From an optimization exercise on the open Yosys and OpenROAD flow, aimed at small area; shortcuts taken in it are not production practice. Function was checked by simulation only, so behaviour that the tests miss may differ from the original. Power and IR drop assume default switching activity.

== job 7494 ==
// ad9637_datapath
module ad9637_datapath (
	input	wire			clk,
	input	wire			rst,			 
	input	wire			adc0_word_valid,	 
	input	wire	[47:0]	adc0_word,			 
	input	wire			adc1_word_valid,
	input	wire	[47:0]	adc1_word,
	input	wire	[15:0]	bit_order,
	input	wire	[15:0]	en_data_process,
	input	wire			en_trans,
	input	wire	[10:0]	add_times_cfg,
	input	wire			debug_choise,
	output	wire	[5:0]	led_data_show,
	input	wire			M_AXIS_tready,
	output	wire	[3:0]	M_AXIS_tkeep,
	output	wire			M_AXIS_tlast,
	output	wire			M_AXIS_tvalid,
	output	wire	[31:0]	M_AXIS_tdata,
	output	wire			M_AXIS_aresetn
);
	assign	led_data_show[5:0] = (debug_choise == 1'b1) ? adc1_word[5:0] : adc0_word[5:0];
	assign	M_AXIS_aresetn = ~rst;
	reg		[1:0]	phase;
	reg		[1:0]	pc;
	reg		[10:0]	add_times_copy0, add_times_copy1;
	wire	[1:0]	valid = {adc1_word_valid, adc0_word_valid};
	wire	[1:0]	first = ~phase;
	wire	[1:0]	rise  = valid & phase & {2{~rst}};
	wire	[1:0]	chg;
	assign	chg[0] = add_times_cfg != add_times_copy0;
	assign	chg[1] = add_times_cfg != add_times_copy1;
	always @(posedge clk) begin
		if (rst) begin
			phase <= 2'b00;
			pc <= 2'b11;
		end
		else begin
			phase <= phase ^ valid;
			pc <= pc & ~rise;
		end
		if (rst | rise[0])
			add_times_copy0 <= add_times_cfg;
		if (rst | rise[1])
			add_times_copy1 <= add_times_cfg;
	end
	wire	[95:0]	word = {adc1_word, adc0_word};
	wire	[191:0]	sample;
	wire	[367:0]	res_all;
	wire	[15:0]	res_ok;
	genvar	g;
	generate
		for (g = 0; g < 16; g = g + 1) begin: gen_ch
			Grar_Box_6b_2_12b GB(
				.clk		(clk),
				.rst		(rst),
				.ce			(first[g/8]),
				.rise		(rise[g/8]),
				.data_in	(word[g*6 +: 6]),
				.order		(bit_order[g]),
				.data_out	(sample[g*12 +: 12])
			);
			add_operation ACC(
				.rst		(rst),
				.clk		(clk),
				.ce			(rise[g/8]),
				.pc			(pc[g/8]),
				.chg		(chg[g/8]),
				.at_nz		(|add_times_cfg),
				.add_times	(add_times_cfg),
				.en			(en_data_process[g]),
				.data_in	(sample[g*12 +: 12]),
				.res		(res_all[g*23 +: 23]),
				.res_ok		(res_ok[g])
			);
		end
	endgenerate
	Data_processing	u_data_processing(
		.clk			(clk),
		.rst			(rst),
		.res_all		(res_all),
		.res_ok			(res_ok),
		.en_trans		(en_trans),
		.S_AXIS_tready	(M_AXIS_tready),
		.S_AXIS_tkeep	(M_AXIS_tkeep),
		.S_AXIS_tlast	(M_AXIS_tlast),
  ...
Size: ~5500 cells after synthesis, about 1300 flip-flops, ~62000 um2 of cells after synthesis.
clock: 5.0 ns
lec_check: 0
cap_margin: 20
core_margin: 2
core_utilization: 40
cts_cluster_diameter: 80
cts_cluster_size: 20
gpl_timing_driven: 0
setup_slack_margin: 0.2
slew_margin: 20
standard.sh (not shown) runs the stock make flow with config.mk's settings and CLKGATE_MAP_FILE= SYNTH_SCRIPT=/design/flow/synth_recipe.tcl, a recipe that flattens the netlist after the stock synthesis.
==> flow/flow/run.sh <==
#!/bin/bash
# Standard ORFS layout (the standard.sh, standard synthesis unchanged) with the
# port buffers made from buf_2 instead of the default buffer cell, and power
# recovery (downsizing of gates off the critical paths) after global routing.
set -euo pipefail
bash standard.sh "BUFFER_PORTS_ARGS=-buffer_cell sky130_fd_sc_hd__buf_2" RECOVER_POWER=100 finish > make_finish.log 2>&1
What the final checks of job 7494 revealed, after a flow that finished every stage, was a layout that fails on max-capacitance violations, max-slew violations.
Changes in job 1662 relative to job 7494:
Settings: swapping 0.2 for 0.0 in SETUP_SLACK_MARGIN.
==> flow/flow/run.sh <==
#!/bin/bash
# Layout flow: the standard synthesis, then the combinational logic re-mapped
# for area by Yosys/ABC (flip-flops untouched), then the standard ORFS layout
# with the port buffers made from buf_2. Each tool's output goes to a log here.
set -euo pipefail
W=$PWD
R=$W/orfs/results/sky130hd/ad9637_datapath/base
BP="BUFFER_PORTS_ARGS=-buffer_cell sky130_fd_sc_hd__buf_2"
LIB=$FLOW_HOME/platforms/sky130hd/lib/sky130_fd_sc_hd__tt_025C_1v80.lib
bash standard.sh "$BP" synth > make_synth.log 2>&1
cp "$R/1_2_yosys.v" "$W/std_1_2_yosys.v"
sed -e "s#@LIB@#$LIB#g" -e "s#@IN@#$W/std_1_2_yosys.v#" -e "s#@OUT@#$W/remap_1_2_yosys.v#" \
    -e "s#@ABC@#$W/flow/area.abc#" flow/remap.ys > remap_run.ys
yosys -s remap_run.ys > yosys_remap.log 2>&1
cp "$W/remap_1_2_yosys.v" "$R/1_2_yosys.v"
rm -f "$R/1_synth.odb" "$R/1_synth.sdc"
bash standard.sh "$BP" finish > make_finish.log 2>&1
==> flow/flow/area.abc (new file) <==
strash
dch -f
amap
topo
==> flow/flow/remap.ys (new file) <==
# Re-map the combinational logic of the standard synthesis for area. The
# flip-flops (and tie cells) stay as the standard synthesis made them, with
# the same instance names and cell types.
read_liberty -ignore_miss_func @LIB@
read_verilog @IN@
hierarchy -top ad9637_datapath
setattr -mod -set keep_hierarchy 1 sky130_fd_sc_hd__df* sky130_fd_sc_hd__edf* sky130_fd_sc_hd__conb_1
flatten
blackbox sky130_fd_sc_hd__*
opt_clean -purge
abc -liberty @LIB@ -script @ABC@ -dont_use *lpflow* -dont_use *probe*
opt_clean -purge
read_liberty -lib -ignore_redef @LIB@
hilomap -singleton -hicell sky130_fd_sc_hd__conb_1 HI -locell sky130_fd_sc_hd__conb_1 LO
splitnets
opt_clean -purge
check -assert
stat -liberty @LIB@
write_verilog -noattr -nohex -nodec @OUT@
[summary]
In summary, job 1662 completed successfully, with a layout that passed the timing, DRC and antenna checks.
In job 1662, the layout-stage area growth over the synthesis result came out 4.0 points above the value in job 7494.
Routed wire in job 1662 totals less than in job 7494.
Worst vdd rail ir drop was higher in the run labelled job 1662.
Job 1662 vs job 7494, area of the die went down by about 11%.
Of job 1662 and job 7494, the run reporting the lower area after detailed placement was job 1662.
Setup changes, job 1662 to job 5655
Settings: SETUP_SLACK_MARGIN: 0.0 -> 0.2.
==> flow/flow/area.abc <==
strash
&get -n
&fraig -x
&put
dch -f
map -a
strash
dch -f
map -a
topo
[summary]
The flow did not stop early for job 5655: all stages ran, and the layout cleared the timing, DRC and antenna checks. In the route summary, job 5655 ends up with a via count exceeding that of job 1662. Job 5655 gives less worst setup slack before clock tree synthesis than job 1662 did. Summary of job 5655 over job 1662: post-place instance area picked up an extra 1.1%, global-route wire length before repair picked up an extra 1.1%, critical path depth lost 8, logic depth of the worst register-to-register path lost 8, area added between synthesis and finish neither gained nor lost much. Global-route usage (job 5655 over job 1662): increase, 0.27 points.


## zinc
ad9637_datapath, a different RTL version from the one above (not shown whole).
For scale: about 5,500 cells after synthesis, about 190 I/O pins, about 54,000 sq um of cells after synthesis.
==> flow/config.mk <==
export PLATFORM = sky130hd
export DESIGN_NAME = ad9637_datapath
export DESIGN_NICKNAME = ad9637_datapath
export VERILOG_FILES = /design/flow/design.v
export SDC_FILE = /design/flow/constraint.sdc
export NUM_CORES = 4
export LEC_CHECK = 0
export CAP_MARGIN = 5
export CORE_MARGIN = 2
export CORE_UTILIZATION = 75
export CTS_CLUSTER_DIAMETER = 80
export CTS_CLUSTER_SIZE = 25
export GPL_TIMING_DRIVEN = 0
export PLACE_DENSITY = 0.82
export SETUP_SLACK_MARGIN = 0.03
export SLEW_MARGIN = 5
==> flow/constraint.sdc <==
create_clock -name core_clock -period 5.0 [get_ports {clk}]
set_input_delay 1.0000 -clock core_clock [delete_from_list [all_inputs] [get_ports {clk}]]
set_output_delay 1.0000 -clock core_clock [all_outputs]
set_load 0.01 [all_outputs]
==> flow/flow/run.sh <==
#!/bin/bash
# Layout flow: the standard synthesis, then the combinational logic re-mapped
# for area by Yosys/ABC (flip-flops untouched), then the standard ORFS layout
# with the port buffers made from buf_2. Each tool's output goes to a log here.
set -euo pipefail
W=$PWD
R=$W/orfs/results/sky130hd/ad9637_datapath/base
BP="BUFFER_PORTS_ARGS=-buffer_cell sky130_fd_sc_hd__buf_1"
LIB=$FLOW_HOME/platforms/sky130hd/lib/sky130_fd_sc_hd__tt_025C_1v80.lib
bash standard.sh "$BP" synth > make_synth.log 2>&1
cp "$R/1_2_yosys.v" "$W/std_1_2_yosys.v"
sed -e "s#@LIB@#$LIB#g" -e "s#@IN@#$W/std_1_2_yosys.v#" -e "s#@OUT@#$W/remap_1_2_yosys.v#" \
    -e "s#@ABC@#$W/flow/area.abc#" flow/remap.ys > remap_run.ys
yosys -s remap_run.ys > yosys_remap.log 2>&1
cp "$W/remap_1_2_yosys.v" "$R/1_2_yosys.v"
rm -f "$R/1_synth.odb" "$R/1_synth.sdc"
bash standard.sh "$BP" finish > make_finish.log 2>&1
==> flow/flow/area.abc <==
strash
dch -f
amap
strash
dch -f
amap
strash
dch -f
amap
strash
dch -f
amap
strash
dch -f
amap
strash
dch -f
amap
strash
dch -f
amap
strash
dch -f
amap
strash
dch -f
amap
strash
dch -f
amap
strash
dch -f
amap
strash
dch -f
amap
strash
dch -f
amap
strash
dch -f
amap
strash
dch -f
amap
strash
dch -f
amap
topo
==> flow/flow/remap.ys <==
# Re-map the combinational logic of the standard synthesis for area. The
# flip-flops (and tie cells) stay as the standard synthesis made them, with
# the same instance names and cell types.
read_liberty -ignore_miss_func @LIB@
read_verilog @IN@
hierarchy -top ad9637_datapath
setattr -mod -set keep_hierarchy 1 sky130_fd_sc_hd__df* sky130_fd_sc_hd__edf* sky130_fd_sc_hd__conb_1
flatten
blackbox sky130_fd_sc_hd__*
opt_clean -purge
abc -liberty @LIB@ -script @ABC@ -dont_use *lpflow* -dont_use *probe*
opt_clean -purge
read_liberty -lib -ignore_redef @LIB@
hilomap -singleton -hicell sky130_fd_sc_hd__conb_1 HI -locell sky130_fd_sc_hd__conb_1 LO
splitnets
opt_clean -purge
check -assert
stat -liberty @LIB@
write_verilog -noattr -nohex -nodec @OUT@
## Diff of input files: quartz against zinc
# zinc
export LEC_CHECK = 0
export CAP_MARGIN = 5
export CORE_MARGIN = 2
export CORE_UTILIZATION = 75
export CTS_CLUSTER_DIAMETER = 80
export CTS_CLUSTER_SIZE = 25
export GPL_TIMING_DRIVEN = 0
export PLACE_DENSITY = 0.82
export SETUP_SLACK_MARGIN = 0.03
export SLEW_MARGIN = 5
create_clock -name core_clock -period 5.0 [get_ports {clk}]
# quartz
export LEC_CHECK = 0
export CAP_MARGIN = 20
export CORE_MARGIN = 2
export CORE_UTILIZATION = 40
export CTS_BUF_LIST = sky130_fd_sc_hd__clkbuf_8
export CTS_CLUSTER_DIAMETER = 50
export CTS_CLUSTER_SIZE = 14
export GPL_TIMING_DRIVEN = 0
export SETUP_SLACK_MARGIN = 0.1
export SLEW_MARGIN = 20
create_clock -name core_clock -period 5.0 [get_ports {clk}]
-- flow/flow/run.sh --
<<< zinc, line 7
R=$W/orfs/results/sky130hd/ad9637_datapath/base
BP="BUFFER_PORTS_ARGS=-buffer_cell sky130_fd_sc_hd__buf_1"
LIB=$FLOW_HOME/platforms/sky130hd/lib/sky130_fd_sc_hd__tt_025C_1v80.lib
>>> quartz, line 7
R=$W/orfs/results/sky130hd/ad9637_datapath/base
BP="BUFFER_PORTS_ARGS=-buffer_cell sky130_fd_sc_hd__buf_2"
LIB=$FLOW_HOME/platforms/sky130hd/lib/sky130_fd_sc_hd__tt_025C_1v80.lib
Notes after the runs:
- The flow did not stop early for quartz: all stages ran, and the layout cleared the timing, DRC and antenna checks.
- quartz — detailed-routing wirelength on met1 30% higher, zinc as reference
- met1 track demand over resource in global routing ended up 21 points lower on quartz than on zinc.
- quartz ended with more area added between synthesis and finish than zinc.
- Changes observed in quartz relative to zinc: count of inverters other than clock inverters in the layout closely matched the old numbers; part of the power in the clock network increased by 7.4 points relative to the old numbers; final total power increased by 12% relative to the old numbers; wire length of the first global-routing pass increased by 6.6% relative to the old numbers.
- Looking at combined global-route utilization of all metal layers across zinc and quartz, the one that comes out lower is quartz.
Setup changes, quartz to amber
# quartz
export LEC_CHECK = 0
export CAP_MARGIN = 20
export CORE_MARGIN = 2
export CORE_UTILIZATION = 40
export CTS_BUF_LIST = sky130_fd_sc_hd__clkbuf_8
export CTS_CLUSTER_DIAMETER = 50
export CTS_CLUSTER_SIZE = 14
export GPL_TIMING_DRIVEN = 0
export SETUP_SLACK_MARGIN = 0.1
export SLEW_MARGIN = 20
create_clock -name core_clock -period 5.0 [get_ports {clk}]
# amber
export LEC_CHECK = 0
export CAP_MARGIN = 20
export CORE_MARGIN = 2
export CORE_UTILIZATION = 70
export CTS_CLUSTER_DIAMETER = 80
export CTS_CLUSTER_SIZE = 25
export PLACE_DENSITY = 0.78
export SETUP_SLACK_MARGIN = 0.1
export SLEW_MARGIN = 20
create_clock -name core_clock -period 5.0 [get_ports {clk}]
==> flow/run.sh (new file) <==
#!/bin/bash
# synth_recipe.tcl (not shown) runs the flow's synth.tcl, then flattens the netlist and writes it again
# the make line also repeats each setting of config.mk as NAME=value (left out here)
make -C /OpenROAD-flow-scripts/flow DESIGN_CONFIG=/design/flow/config.mk WORK_HOME=/design/flow/orfs CLKGATE_MAP_FILE= SYNTH_SCRIPT=/design/flow/synth_recipe.tcl finish
removed: flow/flow/run.sh
removed: flow/flow/area.abc
removed: flow/flow/remap.ys
removed: flow/standard.sh
==> results.txt <==
- Relative to quartz, clock latency at the later pin of the worst-skew pair decreased by 230 ps in amber.
- Critical path's largest stage delay came out higher on amber than on quartz.
- The combinational share of power reported for amber is smaller than that of quartz by 0.4 points.
- The termination of the worst setup path comes out gen_ch[3].ACC.sum_lo[3] in one run and gen_ch[1].ACC.sum_hi[1] in the other, namely in quartz and amber respectively.
- Setup slack: amber more than quartz
- Changes observed in amber relative to quartz: global-route wire length before repair decreased 1.4%, final hold slack increased 260 ps.
- Summary of the comparison: CTS H-tree depth is lower in amber, relative to quartz.
- Diff amber..quartz | number of buffer and inverter instances along the worst setup path | unchanged


Starting RTL as in the previous note.
clock: 5.0 ns
lec_check: 0
cap_margin: 20
core_margin: 2
core_utilization: 70
cts_cluster_diameter: 80
cts_cluster_size: 25
gpl_timing_driven: 0
place_density: 0.78
setup_slack_margin: 0.03
slew_margin: 20
==> flow/flow/run.sh <==
#!/bin/bash
# Layout flow: the standard synthesis, then the combinational logic re-mapped
# for area by Yosys/ABC (flip-flops untouched), then the standard ORFS layout
# with the port buffers made from buf_1. Each tool's output goes to a log here.
set -euo pipefail
W=$PWD
R=$W/orfs/results/sky130hd/ad9637_datapath/base
BP="BUFFER_PORTS_ARGS=-buffer_cell sky130_fd_sc_hd__buf_1"
LIB=$FLOW_HOME/platforms/sky130hd/lib/sky130_fd_sc_hd__tt_025C_1v80.lib
bash standard.sh "$BP" synth > make_synth.log 2>&1
cp "$R/1_2_yosys.v" "$W/std_1_2_yosys.v"
sed -e "s#@LIB@#$LIB#g" -e "s#@IN@#$W/std_1_2_yosys.v#" -e "s#@OUT@#$W/remap_1_2_yosys.v#" \
    -e "s#@ABC@#$W/flow/area.abc#" flow/remap.ys > remap_run.ys
yosys -s remap_run.ys > yosys_remap.log 2>&1
cp "$W/remap_1_2_yosys.v" "$R/1_2_yosys.v"
rm -f "$R/1_synth.odb" "$R/1_synth.sdc"
bash standard.sh "$BP" finish > make_finish.log 2>&1
==> flow/flow/area.abc <==
strash
dch -f
amap
strash
dch -f
amap
strash
dch -f
amap
strash
dch -f
amap
strash
dch -f
amap
strash
dch -f
amap
strash
dch -f
amap
strash
dch -f
amap
strash
dch -f
amap
strash
dch -f
amap
strash
dch -f
amap
strash
dch -f
amap
strash
dch -f
amap
strash
dch -f
amap
strash
dch -f
amap
strash
dch -f
amap
topo
==> flow/flow/remap.ys <==
# Re-map the combinational logic of the standard synthesis for area. The
# flip-flops (and tie cells) stay as the standard synthesis made them, with
# the same instance names and cell types.
read_liberty -ignore_miss_func @LIB@
read_verilog @IN@
hierarchy -top ad9637_datapath
setattr -mod -set keep_hierarchy 1 sky130_fd_sc_hd__df* sky130_fd_sc_hd__edf* sky130_fd_sc_hd__conb_1
flatten
blackbox sky130_fd_sc_hd__*
opt_clean -purge
abc -liberty @LIB@ -script @ABC@ -dont_use *lpflow* -dont_use *probe*
opt_clean -purge
read_liberty -lib -ignore_redef @LIB@
hilomap -singleton -hicell sky130_fd_sc_hd__conb_1 HI -locell sky130_fd_sc_hd__conb_1 LO
splitnets
opt_clean -purge
check -assert
stat -liberty @LIB@
write_verilog -noattr -nohex -nodec @OUT@
==> next run, changes <==
--- a/flow/flow/run.sh
+++ b/flow/flow/run.sh
@@ -2,9 +2,9 @@
 # Layout flow: the standard synthesis, then the combinational logic re-mapped
 # for area by Yosys/ABC (flip-flops untouched), then the standard ORFS layout
-# with the port buffers made from buf_1. Each tool's output goes to a log here.
+# with the port buffers made from buf_2. Each tool's output goes to a log here.
 set -euo pipefail
 W=$PWD
 R=$W/orfs/results/sky130hd/ad9637_datapath/base
-BP="BUFFER_PORTS_ARGS=-buffer_cell sky130_fd_sc_hd__buf_1"
+BP="BUFFER_PORTS_ARGS=-buffer_cell sky130_fd_sc_hd__buf_2"
 LIB=$FLOW_HOME/platforms/sky130hd/lib/sky130_fd_sc_hd__tt_025C_1v80.lib
 bash standard.sh "$BP" synth > make_synth.log 2>&1
Settings changed: CORE_UTILIZATION 70 to 40, CTS_CLUSTER_SIZE 25 to 20, PLACE_DENSITY 0.78 to unset, SETUP_SLACK_MARGIN 0.03 to 0.1.
- The changed run completed with no timing, DRC or antenna violations
- routed wire length goes up by about 8%
- cell area goes up by about 3.3%
- hold slack is better by 0.012 ns
- combinational power barely changes
- clock skew goes up by 0.019 ns
- synthesized area does not change
- setup slack is better by 0.093 ns
- via count goes down by 3.2%
- synthesized cell count does not change
- clock power goes up by about 24%
==> next run, changes <==
--- a/flow/flow/run.sh
+++ b/flow/flow/run.sh
@@ -6,5 +6,5 @@
 W=$PWD
 R=$W/orfs/results/sky130hd/ad9637_datapath/base
-BP="BUFFER_PORTS_ARGS=-buffer_cell sky130_fd_sc_hd__buf_2"
+BP="BUFFER_PORTS_ARGS=-buffer_cell sky130_fd_sc_hd__buf_1"
 LIB=$FLOW_HOME/platforms/sky130hd/lib/sky130_fd_sc_hd__tt_025C_1v80.lib
 bash standard.sh "$BP" synth > make_synth.log 2>&1
Settings changed: CAP_MARGIN 20 to 5, CELL_PAD_IN_SITES_DETAIL_PLACEMENT set to 0, CELL_PAD_IN_SITES_GLOBAL_PLACEMENT set to 0, CORE_UTILIZATION 40 to 70, CTS_CLUSTER_SIZE 20 to 25, PLACE_DENSITY set to 0.78, SETUP_SLACK_MARGIN 0.1 to 0.03, SLEW_MARGIN 20 to 5.
After rerunning: Total power is lower by a few percent. Via count is higher by a few percent. Worst setup slack loses 0.069 ns. Die area is lower by well over a third.
==> next run, changes <==
Settings changed: CAP_MARGIN 5 to 20, CELL_PAD_IN_SITES_DETAIL_PLACEMENT 0 to unset, CELL_PAD_IN_SITES_GLOBAL_PLACEMENT 0 to unset, CORE_UTILIZATION 70 to 40, CTS_CLUSTER_SIZE 25 to 20, PLACE_DENSITY 0.78 to unset, SLEW_MARGIN 5 to 20.
The new run ran to the end with no violations.
Combinational power is about the same.
Utilization is lower by 32 points.
Register-to-register slack improves by 0.09 ns.
Non-clock buffer count goes up by 24.
Design area rose by 3.5%.
Area after synthesis stays the same.
Count of clock-buffer cells in the layout climbs by 27.
Worst hold slack is worse by 0.0041 ns.
==> next run, changes <==
Settings changed: CAP_MARGIN 20 to 5, CORE_UTILIZATION 40 to 70, CTS_CLUSTER_DIAMETER 80 to 60, CTS_CLUSTER_SIZE 20 to 30, PLACE_DENSITY set to 0.78, SLEW_MARGIN 20 to 5.
After rerunning: Sequential cell count is unchanged. Core utilization rises by 33 points. Via count went up by a few percent. Combinational power stays flat. Routed wire length falls by a few percent. Global-route usage is higher by 16 points. Die area drops by well over a third. Final area shrinks slightly. Worst setup slack barely changes. Total power increases by a few percent.
==> next run, changes <==
--- a/flow/flow/run.sh
+++ b/flow/flow/run.sh
@@ -6,5 +6,5 @@
 W=$PWD
 R=$W/orfs/results/sky130hd/ad9637_datapath/base
-BP="BUFFER_PORTS_ARGS=-buffer_cell sky130_fd_sc_hd__buf_1"
+BP="BUFFER_PORTS_ARGS=-buffer_cell sky130_fd_sc_hd__buf_2"
 LIB=$FLOW_HOME/platforms/sky130hd/lib/sky130_fd_sc_hd__tt_025C_1v80.lib
 bash standard.sh "$BP" synth > make_synth.log 2>&1
Settings changed: CAP_MARGIN 5 to 20, CORE_UTILIZATION 70 to 40, CTS_CLUSTER_DIAMETER 60 to 80, CTS_CLUSTER_SIZE 30 to 20, PLACE_DENSITY 0.78 to unset, SLEW_MARGIN 5 to 20.
After rerunning: Wire length is higher by 6.7%. Clock skew is higher by 0.0085 ns. Die area is higher by 74%. Via count went down by 3.6%. Utilization fell by 33 points. Clock-buffer cell count came out higher by 33.

separate check: timing with driven ports:
Ports are ideal in the flow. The routed layouts listed here were re-timed in OpenROAD. Step 1: set_driving_cell puts a clkbuf_16 on clk and a buf_2 on each other input, an assumption about the parent block. Step 2 adds t to the input delays and takes it off the output delays; t is the mean of the earliest and latest rising clock arrival at the registers after step 1. Input paths then give back, and output paths get back, about the clock's delay inside the block. Three values: no drivers, after step 1, after step 2; two values: the first two.
run | shift t [ns] | setup slack, ns | worst register clock-pin slew, ns
job 7494 | 0.799 | 0.161 / 0.085 / -0.534 | 0.09 / 0.09
job 1662 | 0.776 | 0.168 / 0.168 / -0.558 | 0.09 / 0.09
job 5655 | 0.778 | 0.343 / 0.343 / -0.326 | 0.09 / 0.09
zinc | 0.758 | 0.159 / 0.211 / -0.546 | 0.11 / 0.11
quartz | 0.980 | 0.305 / 0.346 / -0.634 | 0.10 / 0.10
amber | 0.763 | 1.122 / 1.169 / 0.406 | 0.11 / 0.11
the first run of note 3 | 0.757 | 0.225 / 0.278 / -0.479 | 0.11 / 0.11
the second run of note 3 | 0.750 | 0.318 / 0.352 / -0.397 | 0.09 / 0.09
the third run of note 3 | 0.758 | 0.249 / 0.304 / -0.453 | 0.10 / 0.10
the fourth run of note 3 | 0.774 | 0.251 / 0.299 / -0.475 | 0.09 / 0.09
the fifth run of note 3 | 0.744 | 0.253 / 0.304 / -0.441 | 0.11 / 0.11
the sixth run of note 3 | 0.764 | 0.270 / 0.320 / -0.445 | 0.09 / 0.09
For quartz, which loses most, drivers alone change the setup slack by +0.041 ns; drivers and shift together by -0.939 ns.
